Context: an optimization exercise on an open-source flow, tuned for small area. The choices shown serve that exercise and are no tape-out recipe.
Only simulation tests tie the RTL to the original design; equivalence was not proved.

**config.mk**
```make
export PLATFORM = sky130hd
export DESIGN_NAME = rx_fullsuma_error_top
export DESIGN_NICKNAME = rx_fullsuma_error_top
export VERILOG_FILES = /design/flow/design.v
export SDC_FILE = /design/flow/constraint.sdc
export NUM_CORES = 4
export LEC_CHECK = 0
export CAP_MARGIN = 0
export CORE_MARGIN = 2
export CORE_UTILIZATION = 60
export PLACE_DENSITY = 0.7
export SLEW_MARGIN = 0
export SYNTH_HIERARCHICAL = 1
```
**constraint.sdc**
```tcl
create_clock -name core_clock -period 7.0 [get_ports {rx_clk}]
set_input_delay 1.4000 -clock core_clock [delete_from_list [all_inputs] [get_ports {rx_clk}]]
set_output_delay 1.4000 -clock core_clock [all_outputs]
set_load 0.01 [all_outputs]
```
**design.v**
```verilog
module rx_fullsuma_error_top(
	input [31:0] rx_data,
	input rx_clk,
	input reset,
	input trans_en,
	output reg tx_serial,
	output reg led_3c,
	input aligned,
	input [3:0] rx_k
);
localparam [2:0] S_RST = 3'd1, S_IDLE = 3'd0, S_PKT = 3'd4, S_PKTA = 3'd5,
                 S_EOP = 3'd2, S_WAIT = 3'd6, S_SEND = 3'd7;
localparam [1:0] F_IDLE = 2'd0, F_SOP = 2'd1, F_WAIT = 2'd2, F_ERR = 2'd3;
localparam [3:0] U_IDLE = 4'd1, U_WAIT = 4'd7, U_STOP = 4'd0;
reg [2:0] st;
reg aux;
reg [1:0] f3;
reg [3:0] up;
reg [10:0] bcq;
reg [6:0] pq;       
reg [19:0] cw;
reg [7:0] tot;
reg [4:0] err;
wire k0 = rx_k[0];
wire low_dc = rx_data[7:0] == 8'hDC;
wire nlow_dc = ~low_dc;
wire is_sop = (rx_data[7:0] == 8'h3C) & k0;
wire is_eop = low_dc & k0;
wire en = st == S_PKT;
wire nen = ~en;
wire [31:0] o;
wire [6:1] on;    
bx2 u_o31 (.a(pq[5]), .b(pq[6]), .y(o[31]));
bx2 u_o30 (.a(pq[4]), .b(pq[5]), .y(o[30]));
bx2 u_o29 (.a(pq[3]), .b(pq[4]), .y(o[29]));
bx2 u_o28 (.a(pq[2]), .b(pq[3]), .y(o[28]));
bx2 u_o27 (.a(pq[1]), .b(pq[2]), .y(o[27]));
bxn2 u_o26 (.a(pq[0]), .b(pq[1]), .y(o[26]));
bx2 u_o25 (.a(o[31]), .b(pq[0]), .y(o[25]));
genvar gi;
generate for (gi = 7; gi < 25; gi = gi + 1) begin : g_prbs
	bx2 u_o (.a(o[gi + 6]), .b(o[gi + 7]), .y(o[gi]));
end endgenerate
bxn2 u_on6 (.a(o[12]), .b(o[13]), .y(on[6]));
generate for (gi = 1; gi < 6; gi = gi + 1) begin : g_prbsn
	bxn2 u_o (.a(o[gi + 6]), .b(o[gi + 7]), .y(on[gi]));
end endgenerate
bxn2 u_o0 (.a(on[6]), .b(o[7]), .y(o[0]));
wire [31:0] x;
bc0 u_xl0 (.d(rx_data[0]), .o(o[0]), .ns(nlow_dc), .x(x[0]));
bc0n u_xl1 (.d(rx_data[1]), .on(on[1]), .s(low_dc), .x(x[1]));
bc1n u_xl2 (.d(rx_data[2]), .on(on[2]), .ns(nlow_dc), .x(x[2]));
bc1n u_xl3 (.d(rx_data[3]), .on(on[3]), .ns(nlow_dc), .x(x[3]));
bc1n u_xl4 (.d(rx_data[4]), .on(on[4]), .ns(nlow_dc), .x(x[4]));
bc0n u_xl5 (.d(rx_data[5]), .on(on[5]), .s(low_dc), .x(x[5]));
bc1n u_xl6 (.d(rx_data[6]), .on(on[6]), .ns(nlow_dc), .x(x[6]));
wire xl7n; bnor u_xln7 (.a(o[7]), .b(low_dc), .y(xl7n)); bxn2 u_xl7 (.a(rx_data[7]), .b(xl7n), .y(x[7]));
generate for (gi = 8; gi < 28; gi = gi + 1) begin : g_xm
	bcm u_x (.d(rx_data[gi]), .o(o[gi]), .c(cw[gi - 8]), .s(low_dc), .x(x[gi]));
end endgenerate
wire [31:28] xhn;
generate for (gi = 28; gi < 32; gi = gi + 1) begin : g_xh
	bxn2 u_n (.a(rx_data[gi]), .b(o[gi]), .y(xhn[gi]));
	bnor u_x (.a(xhn[gi]), .b(low_dc), .y(x[gi]));
end endgenerate
wire [19:0] crc_upd;
wire [4:0] pc;
wire [153:0] cx;
bx2 u_cx0 (.a(rx_data[23]), .b(cw[11]), .y(cx[0]));
bx2 u_cx1 (.a(rx_data[12]), .b(cw[0]), .y(cx[1]));
bx2 u_cx2 (.a(rx_data[11]), .b(cx[0]), .y(cx[2]));
bx2 u_cx3 (.a(rx_data[31]), .b(cw[19]), .y(cx[3]));
bx2 u_cx4 (.a(rx_data[21]), .b(cw[9]), .y(cx[4]));
bx2 u_cx5 (.a(rx_data[14]), .b(cw[2]), .y(cx[5]));
bx2 u_cx6 (.a(rx_data[30]), .b(cw[18]), .y(cx[6]));
bx2 u_cx7 (.a(rx_data[13]), .b(cw[1]), .y(cx[7]));
bx2 u_cx8 (.a(rx_data[26]), .b(cw[14]), .y(cx[8]));
bx2 u_cx9 (.a(rx_data[27]), .b(cw[15]), .y(cx[9]));
bx2 u_cx10 (.a(rx_data[22]), .b(cw[10]), .y(cx[10]));
bx2 u_cx11 (.a(rx_data[4]), .b(rx_data[8]), .y(cx[11]));
bx2 u_cx12 (.a(rx_data[5]), .b(rx_data[9]), .y(cx[12]));
bx2 u_cx13 (.a(rx_data[3]), .b(cx[1]), .y(cx[13]));
bx2 u_cx14 (.a(rx_data[18]), .b(cw[6]), .y(cx[14]));
bx2 u_cx15 (.a(rx_data[2]), .b(rx_data[6]), .y(cx[15]));
bx2 u_cx16 (.a(rx_data[0]), .b(cx[8]), .y(cx[16]));
bx2 u_cx17 (.a(rx_data[17]), .b(cw[5]), .y(cx[17]));
bx2 u_cx18 (.a(rx_data[20]), .b(cw[8]), .y(cx[18]));
bx2 u_cx19 (.a(rx_data[19]), .b(cw[7]), .y(cx[19]));
bx2 u_cx20 (.a(rx_data[15]), .b(cw[3]), .y(cx[20]));
bx2 u_cx21 (.a(rx_data[16]), .b(cw[4]), .y(cx[21]));
bx2 u_cx22 (.a(rx_data[24]), .b(cw[12]), .y(cx[22]));
bx2 u_cx23 (.a(rx_data[29]), .b(cw[17]), .y(cx[23]));
bx2 u_cx24 (.a(rx_data[1]), .b(rx_data[10]), .y(cx[24]));
bx2 u_cx25 (.a(rx_data[25]), .b(cw[13]), .y(cx[25]));
bx2 u_cx26 (.a(rx_data[28]), .b(cw[16]), .y(cx[26]));
bx2 u_cx27 (.a(cx[3]), .b(cx[10]), .y(cx[27]));
bx2 u_cx28 (.a(cx[4]), .b(cx[20]), .y(cx[28]));
bx2 u_cx29 (.a(cx[5]), .b(cx[18]), .y(cx[29]));
bx2 u_cx30 (.a(rx_data[7]), .b(cx[13]), .y(cx[30]));
bx2 u_cx31 (.a(cx[7]), .b(cx[19]), .y(cx[31]));
bx2 u_cx32 (.a(cx[6]), .b(cx[28]), .y(cx[32]));
bx2 u_cx33 (.a(cx[2]), .b(cx[15]), .y(cx[33]));
bx2 u_cx34 (.a(cx[12]), .b(cx[24]), .y(cx[34]));
bx2 u_cx35 (.a(cx[9]), .b(cx[31]), .y(cx[35]));
bx2 u_cx36 (.a(cx[23]), .b(cx[29]), .y(cx[36]));
bx2 u_cx37 (.a(cx[16]), .b(cx[26]), .y(cx[37]));
bx2 u_cx38 (.a(rx_data[6]), .b(cx[11]), .y(cx[38]));
bx2 u_cx39 (.a(cx[0]), .b(cx[22]), .y(cx[39]));
bx2 u_cx40 (.a(cx[6]), .b(cx[30]), .y(cx[40]));
bx2 u_cx41 (.a(cx[25]), .b(cx[33]), .y(cx[41]));
bx2 u_cx42 (.a(cx[21]), .b(cx[27]), .y(cx[42]));
bx2 u_cx43 (.a(cx[30]), .b(cx[38]), .y(cx[43]));
bx2 u_cx44 (.a(cx[14]), .b(cx[22]), .y(cx[44]));
bx2 u_cx45 (.a(cx[3]), .b(cx[25]), .y(cx[45]));
bx2 u_cx46 (.a(rx_data[10]), .b(cx[17]), .y(cx[46]));
bx2 u_cx47 (.a(cx[5]), .b(cx[37]), .y(cx[47]));
bx2 u_cx48 (.a(rx_data[8]), .b(cx[41]), .y(cx[48]));
bx2 u_cx49 (.a(rx_data[7]), .b(cx[11]), .y(cx[49]));
bx2 u_cx50 (.a(cx[21]), .b(cx[32]), .y(cx[50]));
bx2 u_cx51 (.a(cx[17]), .b(cx[45]), .y(cx[51]));
bx2 u_cx52 (.a(rx_data[4]), .b(cx[24]), .y(cx[52]));
bx2 u_cx53 (.a(rx_data[3]), .b(cx[34]), .y(cx[53]));
bx2 u_cx54 (.a(cx[42]), .b(cx[53]), .y(cx[54]));
bx2 u_cx55 (.a(cx[2]), .b(cx[43]), .y(cx[55]));
bx2 u_cx56 (.a(cx[4]), .b(cx[9]), .y(cx[56]));
bx2 u_cx57 (.a(cx[12]), .b(cx[29]), .y(cx[57]));
bx2 u_cx58 (.a(rx_data[1]), .b(cx[27]), .y(cx[58]));
bx2 u_cx59 (.a(cx[15]), .b(cx[47]), .y(cx[59]));
bx2 u_cx60 (.a(cx[32]), .b(cx[58]), .y(cx[60]));
bx2 u_cx61 (.a(rx_data[9]), .b(cx[11]), .y(cx[61]));
bx2 u_cx62 (.a(cx[10]), .b(cx[49]), .y(cx[62]));
bx2 u_cx63 (.a(rx_data[5]), .b(cx[40]), .y(cx[63]));
bx2 u_cx64 (.a(cx[1]), .b(cx[21]), .y(cx[64]));
bx2 u_cx65 (.a(cx[26]), .b(cx[35]), .y(cx[65]));
bx2 u_cx66 (.a(cx[12]), .b(cx[59]), .y(cx[66]));
bx2 u_cx67 (.a(cx[9]), .b(cx[13]), .y(cx[67]));
bx2 u_cx68 (.a(cx[14]), .b(cx[16]), .y(cx[68]));
bx2 u_cx69 (.a(rx_data[0]), .b(cx[56]), .y(cx[69]));
bx2 u_cx70 (.a(cx[23]), .b(cx[46]), .y(cx[70]));
bx2 u_cx71 (.a(rx_data[0]), .b(cx[61]), .y(cx[71]));
bx2 u_cx72 (.a(cx[8]), .b(cx[44]), .y(cx[72]));
bx2 u_cx73 (.a(cx[7]), .b(cx[37]), .y(cx[73]));
bx2 u_cx74 (.a(cx[73]), .b(cx[39]), .y(cx[74]));
bx2 u_cx75 (.a(cx[74]), .b(cx[43]), .y(cx[75]));
bx2 u_cx76 (.a(cx[75]), .b(cx[60]), .y(cx[76]));
bx2 u_cx77 (.a(cx[23]), .b(cx[25]), .y(cx[77]));
bx2 u_cx78 (.a(cx[77]), .b(cx[50]), .y(cx[78]));
bx2 u_cx79 (.a(cx[78]), .b(cx[66]), .y(cx[79]));
bx2 u_cx80 (.a(cx[79]), .b(cx[67]), .y(cx[80]));
bx2 u_cx81 (.a(rx_data[8]), .b(cx[39]), .y(cx[81]));
bx2 u_cx82 (.a(cx[81]), .b(cx[64]), .y(cx[82]));
bx2 u_cx83 (.a(cx[82]), .b(cx[69]), .y(cx[83]));
bx2 u_cx84 (.a(cx[83]), .b(cx[70]), .y(cx[84]));
bx2 u_cx85 (.a(rx_data[9]), .b(cx[28]), .y(cx[85]));
bx2 u_cx86 (.a(cx[85]), .b(cx[51]), .y(cx[86]));
bx2 u_cx87 (.a(cx[86]), .b(cx[55]), .y(cx[87]));
bx2 u_cx88 (.a(cx[87]), .b(cx[68]), .y(cx[88]));
bx2 u_cx89 (.a(cx[34]), .b(cx[35]), .y(cx[89]));
bx2 u_cx90 (.a(cx[89]), .b(cx[62]), .y(cx[90]));
bx2 u_cx91 (.a(cx[90]), .b(cx[64]), .y(cx[91]));
bx2 u_cx92 (.a(cx[91]), .b(cx[72]), .y(cx[92]));
bx2 u_cx93 (.a(cx[46]), .b(cx[48]), .y(cx[93]));
bx2 u_cx94 (.a(cx[93]), .b(cx[57]), .y(cx[94]));
bx2 u_cx95 (.a(cx[94]), .b(cx[65]), .y(cx[95]));
bx2 u_cx96 (.a(cx[2]), .b(cx[6]), .y(cx[96]));
bx2 u_cx97 (.a(cx[96]), .b(cx[7]), .y(cx[97]));
bx2 u_cx98 (.a(cx[97]), .b(cx[14]), .y(cx[98]));
bx2 u_cx99 (.a(cx[98]), .b(cx[24]), .y(cx[99]));
bx2 u_cx100 (.a(cx[99]), .b(cx[27]), .y(cx[100]));
bx2 u_cx101 (.a(cx[100]), .b(cx[36]), .y(cx[101]));
bx2 u_cx102 (.a(cx[101]), .b(cx[71]), .y(cx[102]));
bx2 u_cx103 (.a(rx_data[3]), .b(rx_data[10]), .y(cx[103]));
bx2 u_cx104 (.a(cx[103]), .b(rx_data[11]), .y(cx[104]));
bx2 u_cx105 (.a(cx[104]), .b(cx[31]), .y(cx[105]));
bx2 u_cx106 (.a(cx[105]), .b(cx[62]), .y(cx[106]));
bx2 u_cx107 (.a(cx[106]), .b(cx[66]), .y(cx[107]));
bx2 u_cx108 (.a(cx[9]), .b(cx[20]), .y(cx[108]));
bx2 u_cx109 (.a(cx[108]), .b(cx[34]), .y(cx[109]));
bx2 u_cx110 (.a(cx[109]), .b(cx[36]), .y(cx[110]));
bx2 u_cx111 (.a(cx[110]), .b(cx[55]), .y(cx[111]));
bx2 u_cx112 (.a(rx_data[2]), .b(cx[2]), .y(cx[112]));
bx2 u_cx113 (.a(cx[112]), .b(cx[16]), .y(cx[113]));
bx2 u_cx114 (.a(cx[113]), .b(cx[54]), .y(cx[114]));
bx2 u_cx115 (.a(cx[17]), .b(cx[22]), .y(cx[115]));
bx2 u_cx116 (.a(cx[115]), .b(cx[33]), .y(cx[116]));
bx2 u_cx117 (.a(cx[116]), .b(cx[52]), .y(cx[117]));
bx2 u_cx118 (.a(cx[117]), .b(cx[67]), .y(cx[118]));
bx2 u_cx119 (.a(rx_data[5]), .b(cx[48]), .y(cx[119]));
bx2 u_cx120 (.a(cx[119]), .b(cx[60]), .y(cx[120]));
bx2 u_cx121 (.a(cx[120]), .b(cx[68]), .y(cx[121]));
bx2 u_cx122 (.a(rx_data[2]), .b(cx[50]), .y(cx[122]));
bx2 u_cx123 (.a(cx[122]), .b(cx[65]), .y(cx[123]));
bx2 u_cx124 (.a(cx[123]), .b(cx[71]), .y(cx[124]));
bx2 u_cx125 (.a(cx[17]), .b(cx[26]), .y(cx[125]));
bx2 u_cx126 (.a(cx[125]), .b(cx[36]), .y(cx[126]));
bx2 u_cx127 (.a(cx[126]), .b(cx[54]), .y(cx[127]));
bx2 u_cx128 (.a(rx_data[4]), .b(cx[14]), .y(cx[128]));
bx2 u_cx129 (.a(cx[128]), .b(cx[32]), .y(cx[129]));
bx2 u_cx130 (.a(cx[129]), .b(cx[33]), .y(cx[130]));
bx2 u_cx131 (.a(cx[130]), .b(cx[70]), .y(cx[131]));
bx2 u_cx132 (.a(rx_data[11]), .b(cx[19]), .y(cx[132]));
bx2 u_cx133 (.a(cx[132]), .b(cx[42]), .y(cx[133]));
bx2 u_cx134 (.a(cx[133]), .b(cx[44]), .y(cx[134]));
bx2 u_cx135 (.a(cx[134]), .b(cx[63]), .y(cx[135]));
bx2 u_cx136 (.a(cx[0]), .b(cx[1]), .y(cx[136]));
bx2 u_cx137 (.a(cx[136]), .b(cx[18]), .y(cx[137]));
bx2 u_cx138 (.a(cx[137]), .b(cx[31]), .y(cx[138]));
bx2 u_cx139 (.a(cx[138]), .b(cx[38]), .y(cx[139]));
bx2 u_cx140 (.a(cx[139]), .b(cx[51]), .y(cx[140]));
bx2 u_cx141 (.a(rx_data[7]), .b(cx[4]), .y(cx[141]));
bx2 u_cx142 (.a(cx[141]), .b(cx[7]), .y(cx[142]));
bx2 u_cx143 (.a(cx[142]), .b(cx[57]), .y(cx[143]));
bx2 u_cx144 (.a(cx[143]), .b(cx[72]), .y(cx[144]));
bx2 u_cx145 (.a(cx[35]), .b(cx[39]), .y(cx[145]));
bx2 u_cx146 (.a(cx[145]), .b(cx[40]), .y(cx[146]));
bx2 u_cx147 (.a(cx[146]), .b(cx[45]), .y(cx[147]));
bx2 u_cx148 (.a(cx[147]), .b(cx[47]), .y(cx[148]));
bx2 u_cx149 (.a(cx[148]), .b(cx[52]), .y(cx[149]));
bx2 u_cx150 (.a(cx[10]), .b(cx[36]), .y(cx[150]));
bx2 u_cx151 (.a(cx[150]), .b(cx[41]), .y(cx[151]));
bx2 u_cx152 (.a(cx[151]), .b(cx[63]), .y(cx[152]));
bx2 u_cx153 (.a(cx[152]), .b(cx[69]), .y(cx[153]));
assign crc_upd[0] = cx[76];
assign crc_upd[1] = cx[80];
assign crc_upd[2] = cx[84];
assign crc_upd[3] = cx[88];
assign crc_upd[4] = cx[92];
assign crc_upd[5] = cx[95];
assign crc_upd[6] = cx[102];
assign crc_upd[7] = cx[107];
assign crc_upd[8] = cx[111];
assign crc_upd[9] = cx[114];
assign crc_upd[10] = cx[118];
assign crc_upd[11] = cx[121];
assign crc_upd[12] = cx[124];
assign crc_upd[13] = cx[127];
assign crc_upd[14] = cx[131];
assign crc_upd[15] = cx[135];
assign crc_upd[16] = cx[140];
assign crc_upd[17] = cx[144];
assign crc_upd[18] = cx[149];
assign crc_upd[19] = cx[153];
wire pf0_s, pf0_c; bfa u_pf0 (.a(x[0]), .b(x[1]), .c(x[2]), .s(pf0_s), .co(pf0_c));
wire pf1_s, pf1_c; bfa u_pf1 (.a(x[3]), .b(x[4]), .c(x[5]), .s(pf1_s), .co(pf1_c));
wire pf2_s, pf2_c; bfa u_pf2 (.a(x[6]), .b(x[7]), .c(x[8]), .s(pf2_s), .co(pf2_c));
wire pf3_s, pf3_c; bfa u_pf3 (.a(x[9]), .b(x[10]), .c(x[11]), .s(pf3_s), .co(pf3_c));
wire pf4_s, pf4_c; bfa u_pf4 (.a(x[12]), .b(x[13]), .c(x[14]), .s(pf4_s), .co(pf4_c));
wire pf5_s, pf5_c; bfa u_pf5 (.a(x[15]), .b(x[16]), .c(x[17]), .s(pf5_s), .co(pf5_c));
wire pf6_s, pf6_c; bfa u_pf6 (.a(x[18]), .b(x[19]), .c(x[20]), .s(pf6_s), .co(pf6_c));
wire pf7_s, pf7_c; bfa u_pf7 (.a(x[21]), .b(x[22]), .c(x[23]), .s(pf7_s), .co(pf7_c));
wire pf8_s, pf8_c; bfa u_pf8 (.a(x[24]), .b(x[25]), .c(x[26]), .s(pf8_s), .co(pf8_c));
wire pf9_s, pf9_c; bfa u_pf9 (.a(x[27]), .b(x[28]), .c(x[29]), .s(pf9_s), .co(pf9_c));
wire pf10_s, pf10_c; bfa u_pf10 (.a(x[30]), .b(x[31]), .c(pf0_s), .s(pf10_s), .co(pf10_c));
wire pf11_s, pf11_c; bfa u_pf11 (.a(pf1_s), .b(pf2_s), .c(pf3_s), .s(pf11_s), .co(pf11_c));
wire pf12_s, pf12_c; bfa u_pf12 (.a(pf4_s), .b(pf5_s), .c(pf6_s), .s(pf12_s), .co(pf12_c));
wire pf13_s, pf13_c; bfa u_pf13 (.a(pf7_s), .b(pf8_s), .c(pf9_s), .s(pf13_s), .co(pf13_c));
wire pf14_s, pf14_c; bfa u_pf14 (.a(pf10_s), .b(pf11_s), .c(pf12_s), .s(pf14_s), .co(pf14_c));
wire ph0_s, ph0_c; bha u_ph0 (.a(pf13_s), .b(pf14_s), .s(ph0_s), .co(ph0_c));
wire pf15_s, pf15_c; bfa u_pf15 (.a(pf0_c), .b(pf1_c), .c(pf2_c), .s(pf15_s), .co(pf15_c));
wire pf16_s, pf16_c; bfa u_pf16 (.a(pf3_c), .b(pf4_c), .c(pf5_c), .s(pf16_s), .co(pf16_c));
wire pf17_s, pf17_c; bfa u_pf17 (.a(pf6_c), .b(pf7_c), .c(pf8_c), .s(pf17_s), .co(pf17_c));
wire pf18_s, pf18_c; bfa u_pf18 (.a(pf9_c), .b(pf10_c), .c(pf11_c), .s(pf18_s), .co(pf18_c));
wire pf19_s, pf19_c; bfa u_pf19 (.a(pf12_c), .b(pf13_c), .c(pf15_s), .s(pf19_s), .co(pf19_c));
wire pf20_s, pf20_c; bfa u_pf20 (.a(pf16_s), .b(pf17_s), .c(pf14_c), .s(pf20_s), .co(pf20_c));
wire pf21_s, pf21_c; bfa u_pf21 (.a(pf18_s), .b(pf19_s), .c(ph0_c), .s(pf21_s), .co(pf21_c));
wire ph1_s, ph1_c; bha u_ph1 (.a(pf20_s), .b(pf21_s), .s(ph1_s), .co(ph1_c));
wire pf22_s, pf22_c; bfa u_pf22 (.a(pf15_c), .b(pf16_c), .c(pf17_c), .s(pf22_s), .co(pf22_c));
wire pf23_s, pf23_c; bfa u_pf23 (.a(pf18_c), .b(pf19_c), .c(pf22_s), .s(pf23_s), .co(pf23_c));
wire pf24_s, pf24_c; bfa u_pf24 (.a(pf20_c), .b(pf23_s), .c(pf21_c), .s(pf24_s), .co(pf24_c));
wire ph2_s, ph2_c; bha u_ph2 (.a(ph1_c), .b(pf24_s), .s(ph2_s), .co(ph2_c));
wire pf25_s, pf25_c; bfa u_pf25 (.a(pf22_c), .b(pf23_c), .c(pf24_c), .s(pf25_s), .co(pf25_c));
wire ph3_s, ph3_c; bha u_ph3 (.a(ph2_c), .b(pf25_s), .s(ph3_s), .co(ph3_c));
wire pcx0; bx2 u_pcx0 (.a(pf25_c), .b(ph3_c), .y(pcx0));
assign pc[0] = ph0_s;
assign pc[1] = ph1_s;
assign pc[2] = ph2_s;
assign pc[3] = ph3_s;
assign pc[4] = pcx0;
wire wait_done = ~cw[1] & ~cw[4] & ~cw[5] & cw[7] & cw[9] & cw[10] & cw[11] & ~cw[12] & cw[14];
wire cnt_en = en & (nlow_dc | (k0 & ~aux));
wire tx_ready = f3 == F_SOP || f3 == F_ERR;
wire [10:0] bc = bcq ^ 11'b01010101010;
wire strobe = bc[0] & bc[2] & bc[3] & ~bc[5] & bc[7] & bc[9] & ~bc[10];
wire tx_done = up == U_STOP;
wire f_err = f3 == F_ERR;
wire start = (up == U_IDLE) & tx_ready;
wire [4:0] err_d;
generate for (gi = 0; gi < 5; gi = gi + 1) begin : g_err
	band u_e (.a(pc[gi]), .b(cnt_en), .y(err_d[gi]));
end endgenerate
wire nclr = st != S_IDLE;
wire [7:0] tot_s;
wire [7:0] tc;
bha u_t0 (.a(tot[0]), .b(err[0]), .s(tot_s[0]), .co(tc[0]));
generate for (gi = 1; gi < 5; gi = gi + 1) begin : g_tf
	bfa u_t (.a(tot[gi]), .b(err[gi]), .c(tc[gi - 1]), .s(tot_s[gi]), .co(tc[gi]));
end endgenerate
bha u_t5 (.a(tot[5]), .b(tc[4]), .s(tot_s[5]), .co(tc[5]));
bha u_t6 (.a(tot[6]), .b(tc[5]), .s(tot_s[6]), .co(tc[6]));
bx2 u_t7 (.a(tot[7]), .b(tc[6]), .y(tot_s[7]));
wire [7:0] tot_d;
generate for (gi = 0; gi < 8; gi = gi + 1) begin : g_tc
	band u_c (.a(tot_s[gi]), .b(nclr), .y(tot_d[gi]));
end endgenerate
localparam [10:0] BC_LOAD = 11'd475;
localparam [10:0] BCQ_LOAD = BC_LOAD ^ 11'b01010101010;
wire bc_ld = start | strobe;
wire nbc_ld = ~bc_ld;
wire bc_fbn;
bxn2 u_bcf (.a(bcq[10]), .b(bcq[8]), .y(bc_fbn));
wire [10:0] bcq_d;
wire [10:0] bcq_shn = {bcq[9:0], bc_fbn};
generate for (gi = 0; gi < 11; gi = gi + 1) begin : g_bc
	if ((BCQ_LOAD >> gi) & 1)
		bnand u_b (.a(bcq_shn[gi]), .b(nbc_ld), .y(bcq_d[gi]));
	else
		bnor u_b (.a(bcq_shn[gi]), .b(bc_ld), .y(bcq_d[gi]));
end endgenerate
wire [6:0] pq_n = {on[6:1], o[0]};
wire [6:0] pq_d;
generate for (gi = 0; gi < 7; gi = gi + 1) begin : g_ps
	bsel1 u_p (.set(reset), .a(en), .an(nen), .x(pq_n[gi]), .y(pq[gi]), .d(pq_d[gi]));
end endgenerate
wire cw_set = reset | st == S_RST | st == S_IDLE | st == S_EOP | st == S_PKTA | st == S_SEND;
wire cw_wt = st == S_WAIT;
wire cw_nwt = ~cw_wt;
wire cw_fb;
bx2 u_cwf (.a(cw[4]), .b(cw[15]), .y(cw_fb));
wire [15:0] cw_sh = {cw[14:0], cw_fb};
wire [19:0] cw_d;
generate for (gi = 0; gi < 16; gi = gi + 1) begin : g_cw
	bsel1 u_c (.set(cw_set), .a(cw_wt), .an(cw_nwt), .x(cw_sh[gi]), .y(crc_upd[gi]), .d(cw_d[gi]));
end endgenerate
generate for (gi = 16; gi < 20; gi = gi + 1) begin : g_cwh
	bor u_c (.a(crc_upd[gi]), .b(cw_set), .y(cw_d[gi]));
end endgenerate
wire c3c;
bx2 u_c3c (.a(up[2]), .b(up[1]), .y(c3c));
wire tx_val = up[3] ? (f_err ? tot[up[2:0]] : c3c) : ~up[1];
wire [3:0] up_s;
wire [2:0] up_c;
bha u_up0 (.a(up[0]), .b(strobe), .s(up_s[0]), .co(up_c[0]));
bha u_up1 (.a(up[1]), .b(up_c[0]), .s(up_s[1]), .co(up_c[1]));
bha u_up2 (.a(up[2]), .b(up_c[1]), .s(up_s[2]), .co(up_c[2]));
bx2 u_up3 (.a(up[3]), .b(up_c[2]), .y(up_s[3]));
wire up_idle = up == U_IDLE;
wire [3:0] up_d = reset ? U_IDLE : up_idle ? (tx_ready ? U_WAIT : U_IDLE) : up_s;
wire f3_t1;
bx2 u_f31 (.a(f3[1]), .b(f3[0] & tx_done), .y(f3_t1));
wire f3_n0 = f3[0] ? ~tx_done : f3[1] ? (st == S_SEND) & ~tx_done : en;
wire [1:0] f3_d = reset ? 2'b00 : {f3_t1, f3_n0};
always @(*) begin
	led_3c = aux | (st != S_RST && st != S_IDLE);
end
always @(posedge rx_clk) begin
	pq <= pq_d;
	cw <= cw_d;
	err <= err_d;
	tot <= tot_d;
	bcq <= bcq_d;
	if (reset)
		tx_serial <= 1'b1;
	else if (strobe)
		tx_serial <= tx_val;
	up <= up_d;
	f3 <= f3_d;
	if (reset) begin
		st <= S_RST;
		aux <= 1'b0;
	end else begin
		case (st)
			S_RST: st <= S_IDLE;
			S_IDLE: if (is_sop) st <= S_PKT;
			S_PKT, S_PKTA: st <= is_eop ? S_EOP : S_PKT;
			S_EOP: begin
				aux <= 1'b1;
				if (aux) st <= S_WAIT;
			end
			S_WAIT: if (wait_done) st <= S_SEND; else if (is_sop) st <= S_PKTA;
			S_SEND: if (f3 == F_IDLE) st <= S_IDLE;
			default: st <= S_RST;
		endcase
	end
end
endmodule
module bx2(input a, input b, output y);
	assign y = a ^ b;
endmodule
module bxn2(input a, input b, output y);
	assign y = ~(a ^ b);
endmodule
module bfa(input a, input b, input c, output s, output co);
	assign s = a ^ b ^ c;
	assign co = (a & b) | (a & c) | (b & c);
endmodule
module bha(input a, input b, output s, output co);
	assign s = a ^ b;
	assign co = a & b;
endmodule
module bcm(input d, input o, input c, input s, output x);
	assign x = d ^ (s ? c : o);
endmodule
module bc1n(input d, input on, input ns, output x);
	assign x = d ^ ~(ns & on);
endmodule
module bc0n(input d, input on, input s, output x);
	assign x = d ^ ~(s | on);
endmodule
module bc1(input d, input o, input s, output x);
	assign x = d ^ (s | o);
endmodule
module bc0(input d, input o, input ns, output x);
	assign x = d ^ (ns & o);
endmodule
module bcg(input d, input o, input ns, output x);
	assign x = ns & (d ^ o);
endmodule
module bnand(input a, input b, output y);
	assign y = ~(a & b);
endmodule
module bnor(input a, input b, output y);
	assign y = ~(a | b);
endmodule
module band(input a, input b, output y);
	assign y = a & b;
endmodule
module bor(input a, input b, output y);
	assign y = a | b;
endmodule
module bsel1(input set, input a, input an, input x, input y, output d);
	assign d = set | (a & x) | (an & y);
endmodule
```
**flow/run.sh**
```bash
#!/bin/bash
# The standard layout (standard.sh), with two changes:
# - the port buffers are the smallest buffer cell, buf_1, instead of the resizer's pick;
# - clock tree synthesis clusters sinks more coarsely and adds no dummy loads.
# make's output goes to make_finish.log here; ORFS keeps each step's log under orfs/logs.
set -euo pipefail
bash standard.sh \
  "BUFFER_PORTS_ARGS=-buffer_cell sky130_fd_sc_hd__buf_1" \
  "CTS_ARGS=-sink_clustering_enable -repair_clock_nets -sink_clustering_size 30 -sink_clustering_max_diameter 200 -buf_list sky130_fd_sc_hd__clkbuf_8 -dont_use_dummy_load" \
  finish > make_finish.log 2>&1
```
**standard.sh**
```bash
#!/bin/bash
# synth_recipe.tcl (not shown) runs the flow's synth.tcl, then flattens the netlist and writes it again
# the make line also repeats each setting of config.mk as NAME=value (left out here)
make -C /OpenROAD-flow-scripts/flow DESIGN_CONFIG=/design/flow/config.mk WORK_HOME=/design/flow/orfs CLKGATE_MAP_FILE= SYNTH_SCRIPT=/design/flow/synth_recipe.tcl "${@:-finish}"
```
==> flow_metrics.env, run 1 <==
export IMPL_status="timing/DRC/antenna clean"
export IMPL_netlist_area_leader_share_pct=32.7
export IMPL_avgSynthCellArea_um2=10.4
export IMPL_worstSetupEndpoint="err[4]"
export IMPL_grt_pass1_wl_mm=20.5
export IMPL_grt_setup_unrepaired="no"
export IMPL_place_gp_congestion=0.969
export IMPL_critPathKind="reg2reg"
export IMPL_grt_max_degree=29
export IMPL_dp_hpwl_mm=10.8
export IMPL_synth_nets=568
export IMPL_synth_area_um2=5080
export IMPL_cts_root_buf="clkbuf_8"
export IMPL_dr_first_iter_drc_count=220
export IMPL_clkTransAtPathRegs_ns=0.08
export IMPL_fp_dieH_um=96.1
export IMPL_grt_pass1_vias=3803
export IMPL_ant_nets=0
export IMPL_die_w_um=96.1
export IMPL_worst_hold_slack_ns=0.377
export IMPL_r2r_worst_path_cells=18
export IMPL_coreArea_um2=8220
export IMPL_track_usage_pct=30.6
export IMPL_numCtsBuffers=9
export IMPL_route_vias_total=3717
export IMPL_maxCapViolCount=0
export IMPL_area_growth_pct=9.23
export IMPL_worstSkewPairLatency_ns=0.35
export IMPL_diodes=0
export IMPL_antenna_found_initial=0
export IMPL_dr_pass1_iters=6
export IMPL_crit_reg2reg_capture="err[4]"
export IMPL_maxSlewViolCount=0
export IMPL_grt_ovfl_total=0
export IMPL_cts_hold_buf=0
export IMPL_yosysUniqueCellTypes=41
export IMPL_rows=33
export IMPL_hold_violations=0
export IMPL_finalCriticalPeriod_ns=6.33
export IMPL_cp_max_fo=3
export IMPL_nets=622
export IMPL_cts_tree="done"
export IMPL_wl_per_cell_um=20.3
export IMPL_yosysTopAreaCell="xor2_1"
export IMPL_ys_ff_latch=62
export IMPL_worstMarginPinSlew_ns=0.715
export IMPL_cts_repair_resized=0
export IMPL_drive_above_1_share_pct=4.63
export IMPL_yosysMostFrequentCell="xor2_1"
export IMPL_reg2reg_slack_ns=0.67
export IMPL_setup_viol=0
export IMPL_max_slew_margin_pct=52.2
export IMPL_start_util_pct=61.9
export IMPL_fillers=679
export IMPL_viasPerCell=5.76
export IMPL_ys_warn_count=7
export IMPL_skew_ns=0.0221
export IMPL_endpoint_kind="flop"
export IMPL_clk_path_buf_depth=2
export IMPL_clock_sinks=62
export IMPL_fin_tns_setup_ns=0
export IMPL_numPortBuffers=36
export IMPL_critical_path_arrival_ns=6.57
export IMPL_synth_edf_count=0
export IMPL_async_flop_share_pct=0
export IMPL_startpoint="pq[5]"
export IMPL_cts_setup_buffers=0
export IMPL_startpoint_type="flop"
export IMPL_ios=42
export IMPL_synth_area_leaders="xor2_1, dfxtp_1, fa_1, xnor2_1, a221o_1"
export IMPL_hold_class="reg2reg"
export IMPL_seq_area_frac_synth_pct=24.4
export IMPL_h_tree_depth=3
export IMPL_max_clock_freq_mhz=158
export IMPL_fin_crit_sh_pct=90.4
export IMPL_die_area_um2=9230
export IMPL_wirelength_mm=13.1
export IMPL_synth_main_ff_cell="dfxtp_1"
export IMPL_crit_required_ns=7.24
export IMPL_drc=0
export IMPL_netlist_instances=488
export IMPL_synth_common_cells="xor2_1, dfxtp_1, xnor2_1, fa_1, a221o_1"
export IMPL_reg2reg_from="pq[5]"
[sequential cells by signal (all words and copies together) (netlist names)]
signal     flops
cw            20
aux            1
st             3
err            5
tot            8
bcq           11
pq             7
tx_serial      1
up             4
f3             2
[per-module statistics from Yosys, one instance, submodules excluded, a selection]
module | cells inside | cell area [µm²] | times used | flip-flops and latches
bfa | 1 | 20.0 | 30 | 0
bha | 1 | 12.5 | 10 | 0
rx_fullsuma_error_top | 140 | 1770 | 1 | 62
bnand | 1 | 3.75 | 6 | 0
bc0 | 2 | 12.5 | 1 | 0
band | 1 | 6.26 | 13 | 0
[through the flow]
step | worst slack, ns | util, % | std cells | area, µm²
after detailed placement | 0.439 | 66.1 | 636 | 5430
after global routing | 0.359 | 67.6 | 645 | 5550
final | 0.674 | 67.6 | 645 | 5550
after floorplan | 0.0336 | - | 488 | 5080
after CTS | 0.697 | 67.6 | 645 | 5550
after global placement | 0.509 | 66.1 | 636 | 5430
[metal layers]
layer  vias up  GRT usage, %  wire length, µm
met5         -             0                0
met4         0          10.5              385
met3        27          6.19              730
met2       124          51.3             6300
met1      1823          39.1             5690
li1       1743             -                -
[critical path, cell delays in order, from the launching register on]
cell and delay [ns]:
dfxtp_1 0.39, xor2_1 0.33, xor2_1 0.38, xor2_1 0.41
xor2_1 0.41, xor2_1 0.36, xnor2_1 0.20, nand2_1 0.10
xnor2_1 0.17, fa_1 0.57, fa_1 0.45, fa_1 0.50
ha_1 0.20, fa_1 0.39, fa_1 0.39, fa_1 0.46
ha_1 0.21, xor2_1 0.16, and2_1 0.16
[placed cells by master, fill, tap and decap left out, types with 2 or more instances in the layout]
| cell | synthesis | final |
|---|---|---|
| nand4b_1 | 2 | 2 |
| nand2b_1 | 2 | 2 |
| xnor2_1 | 35 | 35 |
| nor2_1 | 19 | 19 |
| nor2b_1 | 5 | 5 |
| clkbuf_8 | 0 | 9 |
| nand2_1 | 22 | 22 |
| fa_1 | 30 | 30 |
| a221o_1 | 23 | 23 |
| or3_1 | 4 | 4 |
| xor2_1 | 190 | 190 |
| buf_4 | 0 | 10 |
| and2_1 | 15 | 15 |
| or2_1 | 4 | 4 |
| dfxtp_1 | 62 | 62 |
| mux2i_1 | 20 | 20 |
| inv_1 | 6 | 6 |
| nor3_1 | 4 | 4 |
| buf_1 | 0 | 36 |
| mux4_1 | 2 | 2 |
| a21oi_1 | 5 | 5 |
| a31oi_1 | 3 | 3 |
| ha_1 | 10 | 10 |
| o41ai_1 | 2 | 2 |
[cell type report]
class | instances | area [µm²] | area share, %
multi-input combinational | 416 | 3800 | 68.5
sequential | 62 | 1240 | 22.3
timing repair buffer | 47 | 230 | 4.15
tap | 105 | 131 | 2.37
clock buffer | 9 | 124 | 2.23
inverter | 6 | 22.5 | 0.405
[how the worst min path moves through the flow]
stage,startpoint,endpoint,slack [ns],depth (start not counted)
after global placement,bcq[4],bcq[5],0.36,1
after CTS,bcq[7],bcq[8],0.38,1
after global routing,bcq[7],bcq[8],0.40,1
after floorplan,bcq[4],bcq[5],0.35,1
final,bcq[7],bcq[8],0.38,1
after detailed placement,bcq[4],bcq[5],0.37,1
[kinds of logic after synthesis]
logic type	after synthesis	synth area share, %
buffers and inverters	10	0.763
multiplexers	22	4.97
AND/OR/NAND/NOR	86	9.42
XOR/XNOR	225	38.8
flip-flops	62	24.4
adder cells (fa/ha/maj)	40	14.3
AO/OA/AOI/OAI	43	7.41
==> inputs of run 2 (changes only) <==
--- a/config.mk
+++ b/config.mk
@@ -9,4 +9,6 @@
 export CORE_MARGIN = 2
 export CORE_UTILIZATION = 60
+export GPL_ROUTABILITY_DRIVEN = 0
+export GPL_TIMING_DRIVEN = 0
 export PLACE_DENSITY = 0.7
 export SLEW_MARGIN = 0
==> run 2 against run 1 <==
Against the previous run: still clean; via count down 0.78%; maximum frequency down 3.9%; routed wire length down 3.5%; largest cell class unchanged; highest routed layer unchanged.
==> flow_metrics.env, run 2 <==
export IMPL_worstSkewPairLatency_ns=0.35
export IMPL_yosysUniqueCellTypes=41
export IMPL_largest_reg_flops=20
export IMPL_clkTransAtPathRegs_ns=0.08
export IMPL_dr_pass1_iters=6
export IMPL_worstMarginPinSlew_ns=0.915
export IMPL_startpoint_type="input port"
export IMPL_status="timing/DRC/antenna clean"
export IMPL_finalCriticalPeriod_ns=6.58
export IMPL_yosysTopAreaCell="xor2_1"
export IMPL_dp_hpwl_mm=10.4
export IMPL_dpl_instance_area_um2=5390
export IMPL_yosysMostFrequentCell="xor2_1"
export IMPL_cts_tree="done"
export IMPL_fillers=688
export IMPL_critPathKind="in2reg"
export IMPL_grt_pass1_vias=3726
export IMPL_dr_first_iter_drc_count=277
export IMPL_hold_class="reg2reg"
export IMPL_area_growth_pct=8.34
export IMPL_critical_path_arrival_ns=6.84
export IMPL_synth_edf_count=0
export IMPL_endpoint_kind="flop"
export IMPL_ys_ff_latch=62
export IMPL_hold_violations=0
export IMPL_avgSynthCellArea_um2=10.4
export IMPL_start_util_pct=61.9
export IMPL_route_vias_total=3688
export IMPL_clk_path_buf_depth=2
export IMPL_crit_required_ns=7.25
export IMPL_hp_start="bcq[1]"
export IMPL_drive_above_1_share_pct=3.36
export IMPL_worst_hold_slack_ns=0.386
export IMPL_startpoint="rx_data[2]"
export IMPL_top_regs="cw (20), bcq (11), tot (8)"
export IMPL_numCtsBuffers=9
export IMPL_max_clock_freq_mhz=152
export IMPL_cts_repair_resized=0
export IMPL_rows=33
export IMPL_cts_root_buf="clkbuf_8"
export IMPL_drc=0
export IMPL_track_usage_pct=29.4
export IMPL_synth_nets=568
export IMPL_h_tree_depth=3
export IMPL_coreArea_um2=8220
export IMPL_ant_nets=0
export IMPL_grt_ovfl_total=0
export IMPL_top_register="cw"
export IMPL_diodes=0
export IMPL_clock_sinks=62
export IMPL_synth_main_ff_cell="dfxtp_1"
export IMPL_final_area_um2=5510
export IMPL_numPortBuffers=36
export IMPL_grt_pass1_wl_mm=19.7
export IMPL_synth_area_um2=5080
export IMPL_netlist_instances=488
export IMPL_ys_warn_count=7
export IMPL_maxCapViolCount=0
export IMPL_synth_area_leaders="xor2_1, dfxtp_1, fa_1, xnor2_1, a221o_1"
export IMPL_wirelength_mm=12.6
export IMPL_ios=42
export IMPL_cts_hold_buf=0
export IMPL_synth_common_cells="xor2_1, dfxtp_1, xnor2_1, fa_1, a221o_1"
export IMPL_setup_viol=0
export IMPL_grt_setup_unrepaired="no"
export IMPL_async_flop_share_pct=0
export IMPL_nets=618
export IMPL_netlist_area_leader_share_pct=32.7
export IMPL_fin_crit_sh_pct=94.0
export IMPL_grt_max_degree=19
export IMPL_die_area_um2=9230
export IMPL_fp_dieH_um=96.1
export IMPL_die_w_um=96.1
export IMPL_cts_setup_buffers=0
export IMPL_maxSlewViolCount=0
export IMPL_antenna_found_initial=0
export IMPL_layout_commonest_cell="xor2_1"
export IMPL_max_slew_margin_pct=38.6
export IMPL_seq_area_frac_synth_pct=24.4
export IMPL_final_cell_mix="xor2_1, dfxtp_1, buf_1"
export IMPL_skew_ns=0.0268
export IMPL_reg2reg_from="pq[5]"
export IMPL_wl_per_cell_um=19.7
export IMPL_cp_max_fo=15
export IMPL_viasPerCell=5.75
[run 2: layout make-up]
type | instances | area [µm²] | share of cell area (%)
well taps | 105 | 131 | 2.38
flip-flops and latches | 62 | 1240 | 22.5
inverters | 6 | 22.5 | 0.409
multi-input cells | 416 | 3800 | 69.1
repair buffers | 39 | 169 | 3.07
plain buffers | 4 | 16.3 | 0.295
clock buffers | 9 | 124 | 2.25
[run 2: routing by layer]
layer,up-vias,wire length (µm),GRT usage (%)
met5,-,0,0
met4,0,356,10.4
met3,25,790,5.32
met2,137,6040,49.2
met1,1787,5460,37.9
li1,1739,-,-
[run 2: kinds of logic after synthesis]
group / Yosys count / synth area share [%]
buf+inv: 10 / 0.763
simple gates: 86 / 9.42
xor+xnor: 225 / 38.8
flops: 62 / 24.4
fa+ha+maj: 40 / 14.3
mux: 22 / 4.97
compound gates: 43 / 7.41
[run 2: final timing paths]
path,slack [ns],depth (start not counted),to
worst max-delay path,0.42,17,err[4]
worst max register to register,0.81,18,err[4]
worst min register to register,0.39,1,bcq[2]
worst min-delay path,0.39,1,bcq[2]
[run 2: per-module statistics from Yosys, one instance, submodules excluded]
module,area (µm²),flip-flops and latches
rx_fullsuma_error_top,1770,62
bc0,12.5,0
bha,12.5,0
bfa,20.0,0
bcm,18.8,0
bnor,3.75,0
bnand,3.75,0
bc1n,12.5,0
band,6.26,0
bc0n,12.5,0
bor,6.26,0
bxn2,8.76,0
bsel1,10.0,0
bx2,8.76,0
[run 2: critical path: stages]
cell and delay, ns:
buf_1 0.36, nand4b_1 0.30, nor4_4 0.49, buf_6 0.26
buf_6 0.21, mux2i_1 0.26, xnor2_1 0.12, fa_1 0.54
fa_1 0.54, fa_1 0.41, ha_1 0.20, fa_1 0.38
fa_1 0.39, fa_1 0.45, ha_1 0.20, xor2_1 0.16
and2_1 0.16
[run 2: metrics by stage]
| stage | std cells | worst slack (ns) | setup TNS [ns] | utilization (%) |
|---|---|---|---|---|
| 2_1_floorplan | 488 | 0.0336 | 0 | - |
| 4_1_cts | 641 | 0.428 | 0 | 67.0 |
| 3_5_place_dp | 632 | 0.0597 | 0 | 65.5 |
| 3_3_place_gp | 629 | -0.929 | -2.31 | 65.1 |
| 5_1_grt | 641 | 0.184 | 0 | 67.0 |
| 6_report | 641 | 0.417 | 0 | 67.0 |
==> inputs of run 3 (changes only) <==
--- a/flow/run.sh
+++ b/flow/run.sh
@@ -7,4 +7,4 @@
 bash standard.sh \
   "BUFFER_PORTS_ARGS=-buffer_cell sky130_fd_sc_hd__buf_1" \
-  "CTS_ARGS=-sink_clustering_enable -repair_clock_nets -sink_clustering_size 30 -sink_clustering_max_diameter 200 -buf_list sky130_fd_sc_hd__clkbuf_8 -dont_use_dummy_load" \
+  "CTS_ARGS=-sink_clustering_enable -repair_clock_nets -sink_clustering_size 30 -sink_clustering_max_diameter 200 -buf_list sky130_fd_sc_hd__clkbuf_4 -dont_use_dummy_load" \
   finish > make_finish.log 2>&1
--- a/config.mk
+++ b/config.mk
@@ -9,6 +9,4 @@
 export CORE_MARGIN = 2
 export CORE_UTILIZATION = 60
-export GPL_ROUTABILITY_DRIVEN = 0
-export GPL_TIMING_DRIVEN = 0
 export PLACE_DENSITY = 0.7
 export SLEW_MARGIN = 0
==> run 3 against run 2 <==
Against the previous run: global-route usage rose by 1.0 points; still clean on timing, DRC and antenna; synthesized area did not move; synthesized cell count is the same; cell area decreased by 0.20%; non-clock buffer count increased by 4; die area did not move; clock-buffer cell count is the same; largest cell class unchanged; register-to-register slack got worse by 0.12 ns.
==> flow_metrics.env, run 3 <==
export IMPL_wirelength_mm=13.0
export IMPL_max_slew_margin_pct=52.2
export IMPL_path_depth=18
export IMPL_crit_path_cell_trace="xor2_1, xor2_1, xor2_1, xor2_1, xor2_1, xnor2_1, nand2_1, xnor2_1, fa_1, fa_1, fa_1, ha_1, fa_1, fa_1, fa_1, ha_1, xor2_1, and2_1"
export IMPL_grt_pass1_wl_mm=20.4
export IMPL_worst_path_max_delay_cell="fa_1"
export IMPL_top_register="cw"
export IMPL_netlist_area_leader_share_pct=32.7
export IMPL_cp_max_fo=3
export IMPL_synth_xor_area_share_pct=38.8
export IMPL_dp_hpwl_mm=10.8
export IMPL_ys_ff_latch=62
export IMPL_drc=0
export IMPL_antenna_found_initial=0
export IMPL_startpoint_type="flop"
export IMPL_seq_area_frac_synth_pct=24.4
export IMPL_grt_setup_unrepaired="no"
export IMPL_grt_pass1_vias=3765
export IMPL_synth_edf_count=0
export IMPL_largest_reg_flops=20
export IMPL_hp_start="bcq[7]"
export IMPL_place_gp_congestion=0.969
export IMPL_met2_usage_pct=51.4
export IMPL_yosysUniqueCellTypes=41
export IMPL_netlist_instances=488
export IMPL_r2r_worst_path_cells=18
export IMPL_busiest_layer="met2"
export IMPL_clkTransAtPathRegs_ns=0.12
export IMPL_worstSkewPairLatency_ns=0.41
export IMPL_grt_max_degree=29
export IMPL_coreArea_um2=8220
export IMPL_route_vias_total=3710
export IMPL_hold_violations=0
export IMPL_path_buf_inv=0
export IMPL_fin_ws_ns=0.689
export IMPL_area_growth_pct=8.12
export IMPL_cts_setup_buffers=0
export IMPL_layout_commonest_cell="xor2_1"
export IMPL_crit_reg2reg_capture="err[4]"
export IMPL_clock_sinks=62
export IMPL_grt_ovfl_total=0
export IMPL_synth_nets=568
export IMPL_synth_compound_area_share_pct=7.41
export IMPL_crit_required_ns=7.31
export IMPL_dp_slack_ns=0.439
export IMPL_max_clock_freq_mhz=158
export IMPL_worstMarginPinSlew_ns=0.715
export IMPL_synth_main_ff_cell="dfxtp_1"
export IMPL_drive_above_1_share_pct=4.63
export IMPL_ys_warn_count=7
export IMPL_start_util_pct=61.9
export IMPL_ant_nets=0
export IMPL_cts_hold_buf=0
export IMPL_finalCriticalPeriod_ns=6.31
export IMPL_numPortBuffers=36
export IMPL_wl_per_cell_um=20.2
export IMPL_maxSlewViolCount=0
export IMPL_dr_pass1_iters=8
export IMPL_grtUsageMet1_pct=39.5
export IMPL_synth_common_cells="xor2_1, dfxtp_1, xnor2_1, fa_1, a221o_1"
export IMPL_final_cell_mix="xor2_1, dfxtp_1, buf_1"
export IMPL_maxCapViolCount=0
export IMPL_min_to="bcq[8]"
export IMPL_yosysTopAreaCell="xor2_1"
export IMPL_top_regs="cw (20), bcq (11), tot (8)"
export IMPL_synth_area_leaders="xor2_1, dfxtp_1, fa_1, xnor2_1, a221o_1"
export IMPL_ios=42
export IMPL_viasPerCell=5.75
export IMPL_yosysMostFrequentCell="xor2_1"
export IMPL_clk_path_buf_depth=2
export IMPL_rows=33
export IMPL_synth_top_family_by_area="XOR/XNOR gates"
export IMPL_fillers=686
export IMPL_track_usage_pct=30.4
export IMPL_synthAdderAreaFrac_pct=14.3
export IMPL_synth_area_um2=5080
export IMPL_cts_root_buf="clkbuf_4"
export IMPL_nets=622
export IMPL_setup_viol=0
export IMPL_cts_tree="done"
export IMPL_status="timing/DRC/antenna clean"
export IMPL_fin_crit_sh_pct=90.2
export IMPL_fp_dieH_um=96.1
export IMPL_seq_area_um2=1240
export IMPL_critical_path_arrival_ns=6.62
export IMPL_die_area_um2=9230
export IMPL_hold_depth=1
export IMPL_die_w_um=96.1
export IMPL_worst_hold_slack_ns=0.373
export IMPL_numCtsBuffers=9
export IMPL_fin_tns_setup_ns=0
export IMPL_critPathKind="reg2reg"
export IMPL_synth_mux_area_share_pct=4.97
export IMPL_cts_repair_resized=0
export IMPL_reg2reg_from="pq[5]"
export IMPL_dr_first_iter_drc_count=257
export IMPL_use_met3_pct=6.03
export IMPL_multiInputGateArea_um2=3800
export IMPL_skew_ns=0.0327
export IMPL_avgSynthCellArea_um2=10.4
export IMPL_crit_family="adder cells"
export IMPL_hold_class="reg2reg"
export IMPL_h_tree_depth=3
export IMPL_synth_simple_area_share_pct=9.42
export IMPL_endpoint_kind="flop"
export IMPL_diodes=0
export IMPL_max_stage_delay_ns=0.57
export IMPL_async_flop_share_pct=0
export IMPL_reg2reg_slack_ns=0.69
run 3: layout make-up:
type	instances	share of cell area [%]
Multi-Input combinational cell	416	69.2
Sequential cell	62	22.6
Timing Repair Buffer	47	4.19
Tap cell	105	2.39
Clock buffer	9	1.23
Inverter	6	0.410
run 3: cells by family after synthesis:
kind of cell / Yosys count
AO/OA/AOI/OAI: 43
XOR/XNOR: 225
adder cells (fa/ha/maj): 40
buffers and inverters: 10
flip-flops: 62
multiplexers: 22
AND/OR/NAND/NOR: 86
run 3: worst max path at each step:
| stage | start | to | slack [ns] |
|---|---|---|---|
| floorplan | rx_data[0] | err[4] | 0.03 |
| global placement | rx_data[4] | err[4] | 0.51 |
| detailed placement | rx_data[4] | err[4] | 0.44 |
| CTS | pq[5] | err[4] | 0.70 |
| global route | pq[5] | err[4] | 0.37 |
| finish | pq[5] | err[4] | 0.69 |
run 3: modules after synthesis (local to each module, per instance), excerpt:
module | times used | cells inside | flops+latches | cell area, µm²
bc1n | 4 | 2 | 0 | 12.5
band | 13 | 1 | 0 | 6.26
bcm | 20 | 2 | 0 | 18.8
bfa | 30 | 1 | 0 | 20.0
bha | 10 | 1 | 0 | 12.5
bc0n | 2 | 2 | 0 | 12.5
bor | 4 | 1 | 0 | 6.26
run 3: through the flow:
step / std cells / util (%) / cell area (µm²)
after global placement: 636 / 66.1 / 5430
after CTS: 645 / 66.9 / 5500
final: 645 / 66.9 / 5500
after global routing: 645 / 66.9 / 5500
after floorplan: 488 / - / 5080
after detailed placement: 636 / 66.1 / 5430
run 3: per-layer routing:
layer | vias to the layer above | wire (µm)
met5 | - | 0
met4 | 0 | 312
met3 | 23 | 782
met2 | 116 | 6290
met1 | 1824 | 5650
li1 | 1747 | -
==> inputs of run 4 (changes only) <==
--- a/design.v
+++ b/design.v
@@ -299,7 +299,10 @@
 bha u_t6 (.a(tot[6]), .b(tc[5]), .s(tot_s[6]), .co(tc[6]));
 bx2 u_t7 (.a(tot[7]), .b(tc[6]), .y(tot_s[7]));
+wire tot_sh = strobe & f_err & up[3];
+wire tot_keep = nclr & ~tot_sh;
 wire [7:0] tot_d;
+wire [8:0] tot_up = {1'b0, tot};
 generate for (gi = 0; gi < 8; gi = gi + 1) begin : g_tc
-	band u_c (.a(tot_s[gi]), .b(nclr), .y(tot_d[gi]));
+	bsel2 u_c (.a(tot_keep), .x(tot_s[gi]), .b(tot_sh), .y(tot_up[gi + 1]), .d(tot_d[gi]));
 end endgenerate
 localparam [10:0] BC_LOAD = 11'd475;
@@ -337,5 +340,5 @@
 wire c3c;
 bx2 u_c3c (.a(up[2]), .b(up[1]), .y(c3c));
-wire tx_val = up[3] ? (f_err ? tot[up[2:0]] : c3c) : ~up[1];
+wire tx_val = up[3] ? (f_err ? tot[0] : c3c) : ~up[1];
 wire [3:0] up_s;
 wire [2:0] up_c;
@@ -416,4 +419,7 @@
 	assign x = ns & (d ^ o);
 endmodule
+module bsel2(input a, input x, input b, input y, output d);
+	assign d = (a & x) | (b & y);
+endmodule
 module bnand(input a, input b, output y);
 	assign y = ~(a & b);
--- a/flow/run.sh
+++ b/flow/run.sh
@@ -7,4 +7,4 @@
 bash standard.sh \
   "BUFFER_PORTS_ARGS=-buffer_cell sky130_fd_sc_hd__buf_1" \
-  "CTS_ARGS=-sink_clustering_enable -repair_clock_nets -sink_clustering_size 30 -sink_clustering_max_diameter 200 -buf_list sky130_fd_sc_hd__clkbuf_4 -dont_use_dummy_load" \
+  "CTS_ARGS=-sink_clustering_enable -repair_clock_nets -sink_clustering_size 30 -sink_clustering_max_diameter 200 -buf_list sky130_fd_sc_hd__clkbuf_8 -dont_use_dummy_load" \
   finish > make_finish.log 2>&1
--- a/config.mk
+++ b/config.mk
@@ -9,4 +9,6 @@
 export CORE_MARGIN = 2
 export CORE_UTILIZATION = 60
+export GPL_ROUTABILITY_DRIVEN = 0
+export GPL_TIMING_DRIVEN = 0
 export PLACE_DENSITY = 0.7
 export SLEW_MARGIN = 0
==> run 4 against run 3 <==
Against the previous run: synthesized cell count up 0.61%; maximum frequency shrank 6.3%; routed wire length fell by 3.8%; critical path depth down 1; still clean; highest routed layer unchanged; sequential share of layout area increased by 0.057 points; clock skew is 0.0077 ns lower; non-clock buffer count fell by 5; critical path type is now in2reg; largest cell class unchanged; worst hold slack better by 0.0040 ns; flip-flop and latch count is the same.
==> flow_metrics.env, run 4 <==
export IMPL_synth_edf_count=0
export IMPL_start_util_pct=61.9
export IMPL_cts_setup_buffers=0
export IMPL_fp_dieH_um=95.8
export IMPL_dp_slack_ns=-0.0452
export IMPL_track_usage_pct=29.2
export IMPL_worst_path_max_delay_cell="nor4_4"
export IMPL_die_area_um2=9180
export IMPL_max_stage_delay_ns=0.73
export IMPL_setup_viol=0
export IMPL_coreArea_um2=8180
export IMPL_cts_root_buf="clkbuf_8"
export IMPL_dr_first_iter_drc_count=208
export IMPL_fin_crit_sh_pct=96.2
export IMPL_dr_pass1_iters=4
export IMPL_synth_nets=571
export IMPL_nets=620
export IMPL_fillers=712
export IMPL_final_area_um2=5480
export IMPL_critPathKind="in2reg"
export IMPL_synth_main_ff_cell="dfxtp_1"
export IMPL_maxCapViolCount=0
export IMPL_worst_hold_slack_ns=0.377
export IMPL_crit_path_cell_trace="buf_1, nand4b_1, nor4_4, buf_8, buf_6, mux2i_1, xnor2_1, fa_1, fa_1, fa_1, ha_1, fa_1, fa_1, fa_1, ha_1, xor2_1, and2_1"
export IMPL_route_vias_total=3716
export IMPL_hold_violations=0
export IMPL_grt_setup_unrepaired="no"
export IMPL_clkTransAtPathRegs_ns=0.08
export IMPL_grt_max_degree=21
export IMPL_avgSynthCellArea_um2=10.3
export IMPL_wl_per_cell_um=19.5
export IMPL_netlist_instances=491
export IMPL_seq_area_frac_synth_pct=24.5
export IMPL_fin_ws_ns=0.266
export IMPL_max_slew_margin_pct=46.9
export IMPL_numPortBuffers=36
export IMPL_rows=33
export IMPL_ant_nets=0
export IMPL_yosysUniqueCellTypes=40
export IMPL_wirelength_mm=12.5
export IMPL_antenna_found_initial=0
export IMPL_netlist_area_leader_share_pct=32.9
export IMPL_hold_class="reg2reg"
export IMPL_ios=42
export IMPL_max_clock_freq_mhz=149
export IMPL_yosysMostFrequentCell="xor2_1"
export IMPL_viasPerCell=5.78
export IMPL_critical_path_arrival_ns=6.94
export IMPL_finalCriticalPeriod_ns=6.73
export IMPL_largest_reg_flops=20
export IMPL_fin_tns_setup_ns=0
export IMPL_clock_sinks=62
export IMPL_status="timing/DRC/antenna clean"
export IMPL_ys_ff_latch=62
export IMPL_drc=0
export IMPL_top_register="cw"
export IMPL_grt_pass1_vias=3686
export IMPL_top_regs="cw (20), bcq (11), tot (8)"
export IMPL_h_tree_depth=3
export IMPL_cp_max_fo=12
export IMPL_synth_area_um2=5060
export IMPL_final_cell_mix="xor2_1, dfxtp_1, buf_1"
export IMPL_drive_above_1_share_pct=2.97
export IMPL_die_w_um=95.8
export IMPL_startpoint_type="input port"
export IMPL_crit_required_ns=7.21
export IMPL_grt_pass1_wl_mm=19.6
export IMPL_skew_ns=0.0250
export IMPL_grt_ovfl_total=0
export IMPL_maxSlewViolCount=0
export IMPL_ys_warn_count=7
export IMPL_clk_path_buf_depth=2
export IMPL_synth_area_leaders="xor2_1, dfxtp_1, fa_1, xnor2_1, a221o_1"
export IMPL_path_buf_inv=3
export IMPL_fin_cells=643
export IMPL_place_inst=634
export IMPL_dpl_instance_area_um2=5360
export IMPL_worstMarginPinSlew_ns=0.791
export IMPL_crit_family="adder cells"
export IMPL_cts_repair_resized=0
export IMPL_synth_common_cells="xor2_1, dfxtp_1, xnor2_1, fa_1, nand2_1"
export IMPL_cts_hold_buf=0
export IMPL_diodes=0
export IMPL_layout_commonest_cell="xor2_1"
export IMPL_area_growth_pct=8.41
export IMPL_worstSkewPairLatency_ns=0.34
export IMPL_endpoint_kind="flop"
export IMPL_numCtsBuffers=9
export IMPL_async_flop_share_pct=0
export IMPL_dp_hpwl_mm=10.4
export IMPL_yosysTopAreaCell="xor2_1"
export IMPL_final_core_util_pct=67.1
export IMPL_cts_tree="done"
export IMPL_crit_top_cell="fa_1"
## run 4: per-module statistics from Yosys (local to each module, per instance), excerpt
module | cells inside | times used | flops+latches
bsel2 | 1 | 8 | 0
bha | 1 | 10 | 0
bnand | 1 | 6 | 0
bc1n | 2 | 4 | 0
bor | 1 | 4 | 0
rx_fullsuma_error_top | 143 | 1 | 62
bx2 | 1 | 184 | 0
band | 1 | 5 | 0
bfa | 1 | 30 | 0
bxn2 | 1 | 14 | 0
## run 4: layer usage
layer / GRT usage [%] / up-vias / routed length (µm)
met1: 38.7 / 1810 / 5440
met3: 4.62 / 24 / 744
li1: - / 1742 / -
met5: 0 / - / 0
met4: 9.64 / 0 / 255
met2: 48.8 / 140 / 6100
## run 4: area by class of cell
type | count | area, µm² | share of cell area (%)
Buffer | 4 | 15.0 | 0.274
Clock buffer | 9 | 124 | 2.26
Inverter | 5 | 18.8 | 0.342
Multi-Input combinational cell | 420 | 3790 | 69.2
Sequential cell | 62 | 1240 | 22.6
Tap cell | 105 | 131 | 2.40
Timing Repair Buffer | 38 | 161 | 2.94
## run 4: logic make-up after synthesis
family / synth area share (%)
other: 0.0741
adders and majority gates: 14.3
muxes: 4.55
xor gates and xnor gates: 39.0
and+or+nand+nor: 8.66
buffers and inverters: 0.668
AOI/OAI and AO/OA: 8.21
DFF: 24.5
## run 4: worst paths after layout
| kind | cells after the start | startpoint | slack (ns) | endpoint |
|---|---|---|---|---|
| worst max-delay path | 17 | rx_data[2] | 0.27 | err[4] |
| worst min-delay path | 1 | bcq[6] | 0.38 | bcq[7] |
| worst max register to register | 18 | pq[5] | 0.64 | err[4] |
| worst min register to register | 1 | bcq[6] | 0.38 | bcq[7] |

==> afterwards: timing with drivers on the ports <==
The results above use ideal ports. As a check the final layouts listed here were re-extracted and re-timed, cells and wires unchanged. Step 1 assumes that a clkbuf_16 drives the clock port and a buf_2 every other input. Step 2 times the ports against the registers' clock, not the clock port: input delays grow and output delays shrink by t, the midpoint of the rising clock arrivals with the driver on. Three values: ideal ports, drivers, drivers and shift; two values: the first two.
| run | t, ns | setup WS [ns] | hold slack, ns | worst data-port slew with drivers (ns) |
|---|---|---|---|---|
| run 1 | 0.373 | 0.674 / 0.674 / 0.442 | 0.377 / 0.377 / 0.377 | 0.04 |
| run 2 | 0.373 | 0.417 / 0.428 / 0.055 | 0.386 / 0.386 / 0.386 | 0.05 |
| run 3 | 0.430 | 0.689 / 0.689 / 0.434 | 0.373 / 0.373 / 0.373 | 0.05 |
| run 4 | 0.358 | 0.266 / 0.279 / -0.079 | 0.377 / 0.377 / 0.377 | 0.05 |
With both steps, setup timing fails in run 4, where it was met with ideal ports. The setup slack of run 2, which loses most, moves by +0.011 ns with the drivers and by -0.362 ns with both steps.
